This design comes from an exercise in tuning for a short achievable clock period and few clock cycles on the open sky130 flow, not from production work.
Function was checked by simulation only, so behaviour that the tests miss may differ from the original.
Power is estimated from default activity; no workload was simulated.

==> flow/design.v (excerpt) <==
module cpu(clk, reset, imem_addr, imem_data, dmem_addr, dmem_we, dmem_wdata, dmem_rdata, over);
Size: roughly 8800 cells after synthesis, about 1800 flip-flops, roughly 110000 sq um of cells after synthesis.
Settings: LEC_CHECK=0, ABC_CLOCK_PERIOD_IN_PS=3000, CAP_MARGIN=20, CORE_MARGIN=2, CORE_UTILIZATION=60, SLEW_MARGIN=20; clock period 10.5 ns.
standard.sh (not shown) runs the stock make flow with config.mk's settings and CLKGATE_MAP_FILE= SYNTH_SCRIPT=/design/flow/synth_recipe.tcl, a recipe that flattens the netlist after the stock synthesis.
==> flow/flow/run.sh <==
#!/bin/bash
# Own flow: the standard synthesis unchanged, then the standard ORFS layout
# with three changes to how it is optimised (constraints, clock tree and all
# else are the standard flow's):
#  - the port buffers are buf_6 cells instead of the default choice;
#  - sizing may change a cell's footprint (MATCH_CELL_FOOTPRINT=0);
#  - from clock tree synthesis on, timing repair is given a larger setup-slack
#    margin, so that it keeps working towards a shorter period than the
#    10.5 ns the constraints ask for.
# Each step's output goes to its own log here; ORFS keeps its logs in orfs/.
set -o pipefail
MARGIN=7
OPTS=(MATCH_CELL_FOOTPRINT=0 "BUFFER_PORTS_ARGS=-buffer_cell sky130_fd_sc_hd__buf_6")
bash standard.sh synth > synth.log 2>&1 || exit 1
bash standard.sh "${OPTS[@]}" place > place.log 2>&1 || exit 1
bash standard.sh "${OPTS[@]}" SETUP_SLACK_MARGIN=$MARGIN finish > finish.log 2>&1 || exit 1
Testbench counts at the start, summed over its fixed seeds: cycles 25,001.
Rerun with:
--- a/flow/design.v
+++ b/flow/design.v
@@ -1472,16 +1472,14 @@
     eDif <= (op == OP_SUB) || (op == OP_SUBI);
     eShl <= (op == OP_SLLI);
     rdE  <= f_rd;
     aE   <= a_next;
     bE   <= isR ? b_next : immD;
     sE   <= s_next;
-    if (issue && isMUL) begin
-      maE <= a_next;
-      mbE <= isR ? b_next : immD;
-    end
+    maE <= (issue && isMUL) ? a_next : 32'd0;
+    mbE <= (issue && isMUL) ? (isR ? b_next : immD) : 32'd0;
     if (reset) begin
       fa <= 32'd0;
       fb <= 32'd0;
     end else begin
       fa <= a_next;
       fb <= isR ? b_next : immD;
Result: The changed run finished clean. Die area hardly moves. Design area went down by 2.4%. Routed wire length went down by 8.0%. Setup slack improves by 0.22 ns. Final cell count barely changes. Fmax went up by 5.7%.
Testbench counts after the change, summed over its fixed seeds: cycles 25,001.

---

cpu again, from the RTL that the note above started with.
export LEC_CHECK = 0
export ABC_CLOCK_PERIOD_IN_PS = 3000
export CAP_MARGIN = 20
export CORE_MARGIN = 2
export CORE_UTILIZATION = 50
export SLEW_MARGIN = 20
create_clock -name core_clock -period 10.5 [get_ports {clk}]
==> flow/flow/run.sh <==
#!/bin/bash
# Own flow: the standard synthesis unchanged, then the standard ORFS layout
# with three changes to how it is optimised (constraints, clock tree and all
# else are the standard flow's):
#  - the port buffers are buf_6 cells instead of the default choice;
#  - sizing may change a cell's footprint (MATCH_CELL_FOOTPRINT=0);
#  - from clock tree synthesis on, timing repair is given a larger setup-slack
#    margin, so that it keeps working towards a shorter period than the
#    10.5 ns the constraints ask for.
# Each step's output goes to its own log here; ORFS keeps its logs in orfs/.
set -o pipefail
MARGIN=7.3
OPTS=(MATCH_CELL_FOOTPRINT=0 "BUFFER_PORTS_ARGS=-buffer_cell sky130_fd_sc_hd__buf_6")
bash standard.sh synth > synth.log 2>&1 || exit 1
bash standard.sh "${OPTS[@]}" place > place.log 2>&1 || exit 1
bash standard.sh "${OPTS[@]}" SETUP_SLACK_MARGIN=$MARGIN finish > finish.log 2>&1 || exit 1
Testbench counts at the start, summed over its fixed seeds: cycles 25,001.
Rerun with:
--- a/flow/design.v
+++ b/flow/design.v
@@ -1470,20 +1470,18 @@
     shE  <= (op == OP_SLLI);
     eSum <= !(op == OP_SUB || op == OP_SUBI || op == OP_SLLI);
     eDif <= (op == OP_SUB) || (op == OP_SUBI);
     eShl <= (op == OP_SLLI);
     rdE  <= f_rd;
     aE   <= a_next;
     bE   <= isR ? b_next : immD;
     sE   <= s_next;
-    if (issue && isMUL) begin
-      maE <= a_next;
-      mbE <= isR ? b_next : immD;
-    end
+    maE <= (issue && isMUL) ? a_next : 32'd0;
+    mbE <= (issue && isMUL) ? (isR ? b_next : immD) : 32'd0;
     if (reset) begin
       fa <= 32'd0;
       fb <= 32'd0;
     end else begin
       fa <= a_next;
       fb <= isR ? b_next : immD;
     end
   end
After rerunning: Die area hardly moves. Clock power hardly moves. Combinational power fell by well over a third. Synthesized cell count goes up by a few percent. Worst setup slack improves by 0.010 ns. Wire length is higher by a few percent. First-iteration DRC count goes up by a few percent. Global-route usage went up by 1.6 points. Sequential share of layout area came out lower by 1.0 points. Sequential cell count stays the same. Non-clock buffer count grows by 181. Synthesized area hardly moves. Total power fell by about a fifth.
Testbench counts after the change, summed over its fixed seeds: cycles 25,001.

port drivers added, routing unchanged:
The results above use ideal ports. As a check the final layouts listed here were re-extracted and re-timed, cells and wires unchanged. Step 1 sets driving cells, clkbuf_16 on the clock port and buf_2 on the other inputs (assumed; they add their load-dependent delay and slew). Step 2 adds t to the input delays and takes it off the output delays; t is the mean of the earliest and latest rising clock arrival at the registers after step 1. Input paths then give back, and output paths get back, about the clock's delay inside the block. Slacks: ideal / step 1 / step 2; pairs: ideal / step 1.
run	t, ns	slack for setup (ns)	worst hold slack (ns)	worst setup path after step 2	latest minus earliest clock arrival (ns)
the first run of note 1	0.978	6.490 / 6.490 / 5.848	0.325 / 0.325 / 0.325	input to register	0.069 / 0.069
the second run of note 1	0.987	6.708 / 6.708 / 5.927	0.312 / 0.312 / 0.312	input to register	0.058 / 0.058
the first run of note 2	1.002	6.683 / 6.683 / 5.896	0.323 / 0.323 / 0.323	input to register	0.056 / 0.056
the second run of note 2	1.007	6.693 / 6.693 / 5.822	0.325 / 0.325 / 0.325	input to register	0.076 / 0.076
After both steps every run listed still meets setup and hold. For the second run of note 2, which loses most, drivers alone change the setup slack by 0.000 ns; drivers and shift together by -0.871 ns.
